From an optimization exercise on the open Yosys and OpenROAD flow, aimed at small area; shortcuts taken in it are not production practice. Only simulation tests tie the RTL to the original design; equivalence was not proved. No activity file was given, so power comes from the tool's default toggle rates.

## run A
// RNG
module RNG(
    input               CLK,
    input               RST,
    input               RND_IN,
    output reg [7:0]    OUT,
    output reg          WE,
    input               FULL
);
Size in the first run: about 3700 cells after synthesis, about 13 I/O pins, ~0.045 sq mm of cells after synthesis.
Settings: LEC_CHECK=0, CAP_MARGIN=20, CORE_MARGIN=2, CORE_UTILIZATION=45, CTS_BUF_LIST=sky130_fd_sc_hd__clkbuf_8, CTS_CLUSTER_DIAMETER=60, CTS_CLUSTER_SIZE=18, PLACE_DENSITY=0.6, SLEW_MARGIN=20; clock period 5.0 ns.
standard.sh (not shown) runs the stock make flow with config.mk's settings and CLKGATE_MAP_FILE= SYNTH_SCRIPT=/design/flow/synth_recipe.tcl, a recipe that flattens the netlist after the stock synthesis.
==> flow/flow/run.sh <==
#!/bin/bash
# Standard layout, with one extra step between synthesis and floorplan:
# flow/resyn.ys re-maps the combinational logic of the standard synthesis
# for area (see there); the clock tree is built without dummy loads;
# the registers and the rest of the flow are the standard ones.
set -euo pipefail
R=orfs/results/sky130hd/RNG/base
YOSYS=$FLOW_HOME/../tools/install/yosys/bin/yosys
[[ -x $YOSYS ]] || YOSYS=yosys

bash standard.sh synth > synth.log 2>&1
cp $R/1_2_yosys.v 1_2_yosys.std.v
$YOSYS -l resyn.log -s flow/resyn.ys > /dev/null 2>&1
cp 1_2_yosys.resyn.v $R/1_2_yosys.v
rm -f $R/1_synth.odb $R/1_synth.sdc
# clock tree: the standard flow's settings from config.mk, without the dummy loads
# CTS adds to balance the tree
CTS="-sink_clustering_enable -repair_clock_nets -sink_clustering_size 18"
CTS="$CTS -sink_clustering_max_diameter 60 -buf_list sky130_fd_sc_hd__clkbuf_8"
CTS="$CTS -dont_use_dummy_load"
bash standard.sh "CTS_ARGS=$CTS" finish > layout.log 2>&1
==> flow/flow/area.abc <==
strash; dch; amap; topo
==> flow/flow/resyn.ys <==
# Re-map the combinational logic of the standard synthesis for area.
# The flip-flops are kept as they are (same instances, names and cells):
# their cells are read as black boxes, every other cell as its liberty
# function, and ABC maps the logic between them with an area-oriented
# script.  The 2:1 mux cells are left out of the mapping, which makes ABC
# build the flip-flops' next-state muxes from OR-AND-invert cells with a
# shared inverted select, which are smaller.
read_liberty -ignore_miss_func /OpenROAD-flow-scripts/flow/platforms/sky130hd/lib/sky130_fd_sc_hd__tt_025C_1v80.lib
blackbox sky130_fd_sc_hd__df* sky130_fd_sc_hd__edf* sky130_fd_sc_hd__sdf* sky130_fd_sc_hd__dl*
read_verilog 1_2_yosys.std.v
hierarchy -top RNG
flatten
opt_clean
stat
abc -liberty /OpenROAD-flow-scripts/flow/platforms/sky130hd/lib/sky130_fd_sc_hd__tt_025C_1v80.lib -dont_use *mux2* -dont_use *lpflow* -dont_use *probe* -script flow/area.abc
opt_clean
stat -liberty /OpenROAD-flow-scripts/flow/platforms/sky130hd/lib/sky130_fd_sc_hd__tt_025C_1v80.lib
write_verilog -noattr 1_2_yosys.resyn.v
Run A was carried through to the last stage, and its layout satisfied the timing, DRC and antenna checks.
Here is what was changed in the inputs of run B compared with run A.
- changing CORE_UTILIZATION from 45 to 55
- setting GPL_ROUTABILITY_DRIVEN to 0 for the first time
- changing PLACE_DENSITY from 0.6 to 0.7
- setting GPL_TIMING_DRIVEN to 0 for the first time
Notes after the runs:
- Taking run A as the reference, in run B via count now larger, global-route usage now larger, top-level I/O count comparable, depth of the worst register-to-register path now smaller, number of I/O port buffers comparable.
- Diff run A -> run B | design area | increase of 1.7%
- For run B, the uppermost layer routed was met4, unlike run A, where it was met5.
The inputs of run C differ from those of run B as listed below.
- removing GPL_TIMING_DRIVEN (formerly 0)
- removing GPL_ROUTABILITY_DRIVEN (formerly 0)
[summary]
- A endpoint of the worst setup timing path of gen[3].r0[63] is what run B shows, while C[8] belongs to run C.
- Diff run C..run B | summed instance area of the synthesized netlist | unchanged
- Going from run B to run C, the area overhead of the layout relative to synthesis was found to have gone down by 2.7 points.
- In run C relative to run B, met2 routed wirelength had gone down by a few percent.
- Run B and run C ended up with nearly the same number of cells in the design after placement.
- Comparing run C with run B, the cell count came out essentially unchanged.

---

The RTL this note starts from:
==> flow/design.v <==
`timescale 1ns / 1ps
module RNG(
    input               CLK,
    input               RST,
    input               RND_IN,
    output reg [7:0]    OUT,
    output reg          WE,
    input               FULL
);
reg [7:0]           RND_DAT;
reg [2:0]           RND_SHIFT;
reg                 RND_CNT;
reg                 tog;
reg                 rd;
reg                 rd_ok;
reg                 init;
reg [10:0]          C;
wire                h    = C[0];
wire [3:0]          Q    = C[4:1];
wire [3:0]          G    = C[8:5];
wire                warm = C[10];
reg [7:0]           sbuf;        
reg [3:0]           sc;          
reg                 sact;        
wire edge_in  = RND_IN && !tog;
wire done     = warm && G[3];
wire cons     = !init && !done && rd;
wire cap      = cons && h;
wire cap_last = cap && (Q == 4'd12) && (G == 4'd7);
wire step     = init && !FULL;
wire mix      = init && FULL && rd;
always @(posedge CLK)
begin
    if (!RST) begin
        rd_ok <= 0;
        init <= 0;
        WE <= 0;
    end else begin
        rd_ok <= cons | mix;
        WE <= step;
        if (done)
            init <= 1;
    end
end
always @(posedge CLK)
begin
    if (!RST)
        C <= 0;
    else if (edge_in && RND_SHIFT == 0 && !warm)
        C <= C + 1;
    else if (cons) begin
        C[0] <= !h;
        if (h) begin
            if (Q == 4'd12) begin
                C[4:1] <= 0;
                C[8:5] <= G + 1;
            end else
                C[4:1] <= Q + 1;
        end
    end else if (mix)
        C[4:1] <= Q + 1;
end
always @(posedge CLK)
begin
    if (!RST) begin
        RND_SHIFT <= 0;
        tog <= 0;
        rd <= 0;
        RND_CNT <= 0;
        RND_DAT <= 0;
    end else begin
        RND_CNT <= !RND_CNT;
        if (rd_ok)
            rd <= 0;
        if (RND_IN == 0) begin
            tog <= 0;
        end else if (tog == 0) begin
            tog <= 1;
            RND_SHIFT <= RND_SHIFT + 1;
            RND_DAT[RND_SHIFT] <= RND_DAT[RND_SHIFT] ^ RND_CNT;
            if (RND_SHIFT == 0 && warm)
                rd <= 1;
        end
    end
end
always @(posedge CLK)
begin
    if (!RST)
        sact <= 0;
    else if (cap)
        sact <= 1;
    else if (sc == 4'd15)
        sact <= 0;
end
always @(posedge CLK)
begin
    sc <= cap ? 4'd0 : sc + 4'd1;
    sbuf <= cap ? RND_DAT : {sbuf[0], sbuf[7:1]};
end
wire [7:0] o_bit;
genvar g;
generate
for (g = 0; g < 8; g = g + 1) begin : gen
    localparam [3:0] B1 = (g % 4 == 0) ? 3 : (g % 4 == 1) ? 1 : (g % 4 == 2) ? 0 : 7;
    localparam [3:0] B2 = (g % 4 == 0) ? 4 : (g % 4 == 1) ? 6 : (g % 4 == 2) ? 2 : 0;
    reg [63:0] r0;
    reg [64:0] r1;
    reg [65:0] r2;
    wire here  = sact && (G == g) && (Q != 0);
    wire here12 = sact && (G == g + 1) && (Q == 0);
    wire s0 = here && (Q <= 4'd4);
    wire s1 = here && ((Q >= 4'd5 && Q <= 4'd8) || (Q == 4'd9 && sc == B1));
    wire s2 = (here && ((Q == 4'd9 && !sc[3]) || Q >= 4'd10)) ||
              (g != 7 && here12 && (!sc[3] || sc == B2 + 8 || sc == B2 + 9));
    wire e2 = step || s2;
    wire e0 = (step && !r2[0]) || s0;
    wire e1 = (step && r2[0]) || s1;
    wire m0 = mix && (Q == g);
    wire m1 = mix && (Q == g + 8);
    wire f0 = r0[0] ^ r0[1] ^ r0[3] ^ r0[4];
    wire f1 = r1[0] ^ r1[18];
    wire f2 = r2[0] ^ r2[1] ^ r2[9] ^ r2[10];
    assign o_bit[g] = r0[0] ^ r1[0];
    always @(posedge CLK) begin
        if (e0) begin
            r0[63] <= init ? f0 : sbuf[0];
            r0[62:10] <= r0[63:11];
            r0[1:0] <= r0[2:1];
        end
        if (e0 || m0)
            r0[9:2] <= ({8{e0}} & r0[10:3]) | ({8{m0}} & RND_DAT);
        if (e1) begin
            r1[64] <= init ? f1 : sbuf[0];
            r1[63:10] <= r1[64:11];
            r1[1:0] <= r1[2:1];
        end
        if (e1 || m1)
            r1[9:2] <= ({8{e1}} & r1[10:3]) | ({8{m1}} & RND_DAT);
    end
    if (g != 7) begin : l2
        always @(posedge CLK)
            if (e2)
                r2 <= {init ? f2 : sbuf[0], r2[65:1]};
    end else begin : l2
        always @(posedge CLK) begin
            if (e2)
                r2[55:0] <= {init ? r2[56] : sbuf[0], r2[55:1]};
            if (cap_last)
                r2[65:56] <= {RND_DAT[1:0], RND_DAT};
            else if (e2)
                r2[65:56] <= {f2, r2[65:57]};
        end
    end
end
endgenerate
always @(posedge CLK)
    OUT <= o_bit;
endmodule
Settings: LEC_CHECK=0, CAP_MARGIN=20, CORE_MARGIN=2, CORE_UTILIZATION=40, CTS_BUF_LIST=sky130_fd_sc_hd__clkbuf_8, CTS_CLUSTER_DIAMETER=80, CTS_CLUSTER_SIZE=14, PLACE_DENSITY=0.6, SLEW_MARGIN=20; clock period 5.0 ns.
run.sh (not shown) runs the stock make flow with config.mk's settings and CLKGATE_MAP_FILE= SYNTH_SCRIPT=/design/flow/synth_recipe.tcl, a recipe that flattens the netlist after the stock synthesis.
Stock flow here: none of the scripts above is used.
Change:
CTS_CLUSTER_SIZE = 16   (was 14)
Worst setup slack degrades by 0.016 ns; routed wire length is about the same; first-iteration DRC count went up slightly; maximum frequency went down slightly; sequential cell count does not change; clock-buffer cell count went down by 22; global-route usage went down by 0.17 points; register-to-register slack degrades by 0.02 ns.

---

== rev 12 ==
RNG, a different RTL version from the one above (not shown whole).
For scale: roughly 13 I/O pins, ~45,000 µm² of cells after synthesis.
export LEC_CHECK = 0
export CAP_MARGIN = 20
export CORE_MARGIN = 2
export CORE_UTILIZATION = 55
export CTS_BUF_LIST = sky130_fd_sc_hd__clkbuf_8
export CTS_CLUSTER_DIAMETER = 60
export CTS_CLUSTER_SIZE = 18
export PLACE_DENSITY = 0.7
export SLEW_MARGIN = 20
create_clock -name core_clock -period 5.0 [get_ports {CLK}]
standard.sh (not shown) runs the stock make flow with config.mk's settings and CLKGATE_MAP_FILE= SYNTH_SCRIPT=/design/flow/synth_recipe.tcl, a recipe that flattens the netlist after the stock synthesis.
==> flow/flow/run.sh <==
#!/bin/bash
# Standard layout, with one extra step between synthesis and floorplan:
# flow/resyn.ys re-maps the combinational logic of the standard synthesis
# for area (see there); the registers and the rest of the flow are
# the standard ones.
set -euo pipefail
R=orfs/results/sky130hd/RNG/base
YOSYS=$FLOW_HOME/../tools/install/yosys/bin/yosys
[[ -x $YOSYS ]] || YOSYS=yosys

bash standard.sh synth > synth.log 2>&1
cp $R/1_2_yosys.v 1_2_yosys.std.v
$YOSYS -l resyn.log -s flow/resyn.ys > /dev/null 2>&1
cp 1_2_yosys.resyn.v $R/1_2_yosys.v
rm -f $R/1_synth.odb $R/1_synth.sdc
bash standard.sh > layout.log 2>&1
Scripts as last shown in full above: flow/flow/area.abc, flow/flow/resyn.ys
Modified inputs, rev 13 compared to rev 12
- a change of CORE_UTILIZATION from 55 to 62
- a change of CTS_CLUSTER_SIZE from 18 to 20
- a change of SLEW_MARGIN from 20 to 0
- a change of CTS_CLUSTER_DIAMETER from 60 to 50
- a change of CAP_MARGIN from 20 to 0
- a change of PLACE_DENSITY from 0.7 to 0.75
Results
- Diff rev 12 -> rev 13: met3 capacity usage during global routing went up 0.81 points; clock-buffer cell count increased by 13 relative to the old numbers; overall power higher; largest stage delay on the critical path shows an increase of 0.10 ns.
- The final estimated routing congestion in global placement in rev 13 sits about 4% above the value recorded for rev 12.
- The sequential share of layout area of rev 13 is lower than that of rev 12.
- Re minimum setup slack in the final design: rev 12 was higher than rev 13.
- Taking rev 12 as the reference, in rev 13 via count of the first global-routing pass saw an increase, worst hold-check slack went down 0.0056 ns, measured slew at the worst slew-check pin has increased.

---

## job 5171
RNG again, from the RTL that the note above started with.
Settings: LEC_CHECK=0, CAP_MARGIN=10, CORE_MARGIN=2, CORE_UTILIZATION=50, CTS_BUF_LIST=sky130_fd_sc_hd__clkbuf_8, CTS_CLUSTER_DIAMETER=60, CTS_CLUSTER_SIZE=18, PLACE_DENSITY=0.65, SLEW_MARGIN=10; clock period 5.0 ns.
Scripts as last shown in full above: flow/flow/run.sh, flow/flow/area.abc, flow/flow/resyn.ys
Looking at the reports, job 5171 completed the entire flow and the layout it produced met the timing, DRC and antenna checks.
Changes in job 8605 relative to job 5171:
==> flow/config.mk <==
export PLATFORM = sky130hd
export DESIGN_NAME = RNG
export DESIGN_NICKNAME = RNG
export VERILOG_FILES = /design/flow/design.v
export SDC_FILE = /design/flow/constraint.sdc
export NUM_CORES = 4
export LEC_CHECK = 0
export CAP_MARGIN = 20
export CORE_MARGIN = 2
export CORE_UTILIZATION = 62
export CTS_BUF_LIST = sky130_fd_sc_hd__clkbuf_8
export CTS_CLUSTER_DIAMETER = 50
export CTS_CLUSTER_SIZE = 22
export PLACE_DENSITY = 0.75
export SLEW_MARGIN = 20
Findings:
- Between job 5171 and job 8605, final critical delay including setup and external delays decreased.
- Relative to job 5171, clock share of power increased by 4.6 points in job 8605.
- Per the comparison of job 8605 with job 5171, final-layout non-clock buffer area share now sits at about the same level; fraction of met3 tracks used by global routing now larger; static leakage power went up 2.2%; power density over the cells went up 24 nW/um^2; starting density of the core went up by 12 points.
- Global routing usage on met2: lower on job 5171
#### Input delta (job 3131 over job 8605)
diff --git a/flow/flow/run.sh b/flow/flow/run.sh
--- a/flow/flow/run.sh
+++ b/flow/flow/run.sh
@@ -3,4 +3,4 @@
 # flow/resyn.ys re-maps the combinational logic of the standard synthesis
-# for area (see there); the registers and the rest of the flow are
-# the standard ones.
+# for area (see there); the clock tree is built without dummy loads;
+# the registers and the rest of the flow are the standard ones.
 set -euo pipefail
@@ -15,2 +15,7 @@
 rm -f $R/1_synth.odb $R/1_synth.sdc
-bash standard.sh > layout.log 2>&1
+# clock tree: the standard flow's settings from config.mk, without the dummy loads
+# CTS adds to balance the tree
+CTS="-sink_clustering_enable -repair_clock_nets -sink_clustering_size 18"
+CTS="$CTS -sink_clustering_max_diameter 60 -buf_list sky130_fd_sc_hd__clkbuf_8"
+CTS="$CTS -dont_use_dummy_load"
+bash standard.sh "CTS_ARGS=$CTS" finish > layout.log 2>&1
diff --git a/flow/config.mk b/flow/config.mk
--- a/flow/config.mk
+++ b/flow/config.mk
@@ -9,7 +9,7 @@
 export CORE_MARGIN = 2
-export CORE_UTILIZATION = 62
+export CORE_UTILIZATION = 55
 export CTS_BUF_LIST = sky130_fd_sc_hd__clkbuf_8
-export CTS_CLUSTER_DIAMETER = 50
-export CTS_CLUSTER_SIZE = 22
-export PLACE_DENSITY = 0.75
+export CTS_CLUSTER_DIAMETER = 60
+export CTS_CLUSTER_SIZE = 18
+export PLACE_DENSITY = 0.7
 export SLEW_MARGIN = 20
Findings:
Job 3131 | stages: all done | timing, DRC, antenna: all pass
Against job 8605, job 3131 comes in 458 lower on number of vias after detailed routing.
Die area | job 3131 > job 8605
Relative to job 8605, number of clock buffers in the layout has decreased by about 13% in job 3131.
Maximum frequency (job 3131 over job 8605): decrease, 0.0064 GHz

---

RTL: one of the versions met above, not the one the previous note started from.
Size: roughly 3700 cells after synthesis, ~13 I/O pins, ~45000 um2 of cells after synthesis.
==> flow/config.mk <==
export PLATFORM = sky130hd
export DESIGN_NAME = RNG
export DESIGN_NICKNAME = RNG
export VERILOG_FILES = /design/flow/design.v
export SDC_FILE = /design/flow/constraint.sdc
export NUM_CORES = 4
export LEC_CHECK = 0
export CAP_MARGIN = 20
export CORE_MARGIN = 2
export CORE_UTILIZATION = 55
export CTS_BUF_LIST = sky130_fd_sc_hd__clkbuf_8
export CTS_CLUSTER_DIAMETER = 60
export CTS_CLUSTER_SIZE = 18
export PLACE_DENSITY = 0.7
export SLEW_MARGIN = 20
==> flow/constraint.sdc <==
create_clock -name core_clock -period 5.0 [get_ports {CLK}]
set_input_delay 1.0000 -clock core_clock [delete_from_list [all_inputs] [get_ports {CLK}]]
set_output_delay 1.0000 -clock core_clock [all_outputs]
set_load 0.01 [all_outputs]
==> flow/flow/run.sh <==
#!/bin/bash
# Standard layout, with one extra step between synthesis and floorplan:
# flow/resyn.ys re-maps the combinational logic of the standard synthesis
# for area (see there); the clock tree is built without dummy loads;
# the registers and the rest of the flow are the standard ones.
set -euo pipefail
R=orfs/results/sky130hd/RNG/base
YOSYS=$FLOW_HOME/../tools/install/yosys/bin/yosys
[[ -x $YOSYS ]] || YOSYS=yosys

bash standard.sh synth > synth.log 2>&1
cp $R/1_2_yosys.v 1_2_yosys.std.v
$YOSYS -l resyn.log -s flow/resyn.ys > /dev/null 2>&1
cp 1_2_yosys.resyn.v $R/1_2_yosys.v
rm -f $R/1_synth.odb $R/1_synth.sdc
# clock tree: the standard flow's settings from config.mk, without the dummy loads
# CTS adds to balance the tree
CTS="-sink_clustering_enable -repair_clock_nets -sink_clustering_size 22"
CTS="$CTS -sink_clustering_max_diameter 45 -buf_list sky130_fd_sc_hd__clkbuf_8"
CTS="$CTS -dont_use_dummy_load"
bash standard.sh "CTS_ARGS=$CTS" finish > layout.log 2>&1
Scripts as last shown in full above: flow/flow/area.abc, flow/flow/resyn.ys
Edit:
--- a/flow/flow/run.sh
+++ b/flow/flow/run.sh
@@ -18,2 +18,2 @@
-CTS="-sink_clustering_enable -repair_clock_nets -sink_clustering_size 22"
-CTS="$CTS -sink_clustering_max_diameter 45 -buf_list sky130_fd_sc_hd__clkbuf_8"
+CTS="-sink_clustering_enable -repair_clock_nets -sink_clustering_size 12"
+CTS="$CTS -sink_clustering_max_diameter 40 -buf_list sky130_fd_sc_hd__clkbuf_4"
Final cell count rose by about 0.8%.
Non-clock buffer count does not change.
Critical path depth rose by 1.
Worst hold slack loses 0.047 ns.
Combinational power stays flat.
Clock skew rose by 0.11 ns.
Worst setup slack loses 0.0058 ns.
Total power fell by 4.2%.
First-iteration DRC count fell by 2.5%.
Synthesized area does not change.
Die area stays the same.

separate check: timing with driven ports:
How much do the figures lean on ideal ports? The routed layouts below were timed once more, with nothing changed but the port constraints. Step 1, drivers: a clkbuf_16 drives CLK and a buf_2 each remaining input, both assumed. Step 2 moves the port delays by t, midway between the first and last clock arrival at a register: inputs arrive t later, outputs are due t later. That takes back most of the time a late clock gives input paths. Slacks: ideal ports / drivers / drivers and shift; pairs: ideal ports / drivers.
run	t, ns	setup WS [ns]	hold slack, ns	pins driven straight from the clock port
run A	0.795	1.315 / 1.315 / 0.771	0.399 / 0.399 / 0.399	1
run B	0.766	0.362 / 0.362 / 0.287	0.387 / 0.387 / 0.387	1
run C	0.763	1.338 / 1.336 / 0.573	0.382 / 0.382 / 0.382	1
the first run of note 2	0.894	1.571 / 1.571 / 1.273	0.390 / 0.390 / 0.390	1
the second run of note 2	0.868	1.555 / 1.555 / 1.265	0.396 / 0.396 / 0.396	1
rev 12	0.810	1.380 / 1.380 / 0.635	0.433 / 0.433 / 0.433	1
rev 13	0.807	1.150 / 1.150 / 0.675	0.428 / 0.428 / 0.428	1
job 5171	0.808	1.391 / 1.391 / 0.679	0.435 / 0.435 / 0.435	1
job 8605	0.803	1.448 / 1.485 / 0.683	0.438 / 0.438 / 0.438	1
job 3131	0.786	1.365 / 1.380 / 0.621	0.392 / 0.392 / 0.392	1
the first run of note 5	0.823	1.366 / 1.366 / 0.570	0.371 / 0.371 / 0.371	1
the second run of note 5	1.067	1.360 / 1.360 / 0.574	0.325 / 0.325 / 0.325	1
After both steps setup and hold are still met in every run listed. For the first run of note 5, which loses most, drivers alone change the setup slack by 0.000 ns; drivers and shift together by -0.796 ns.
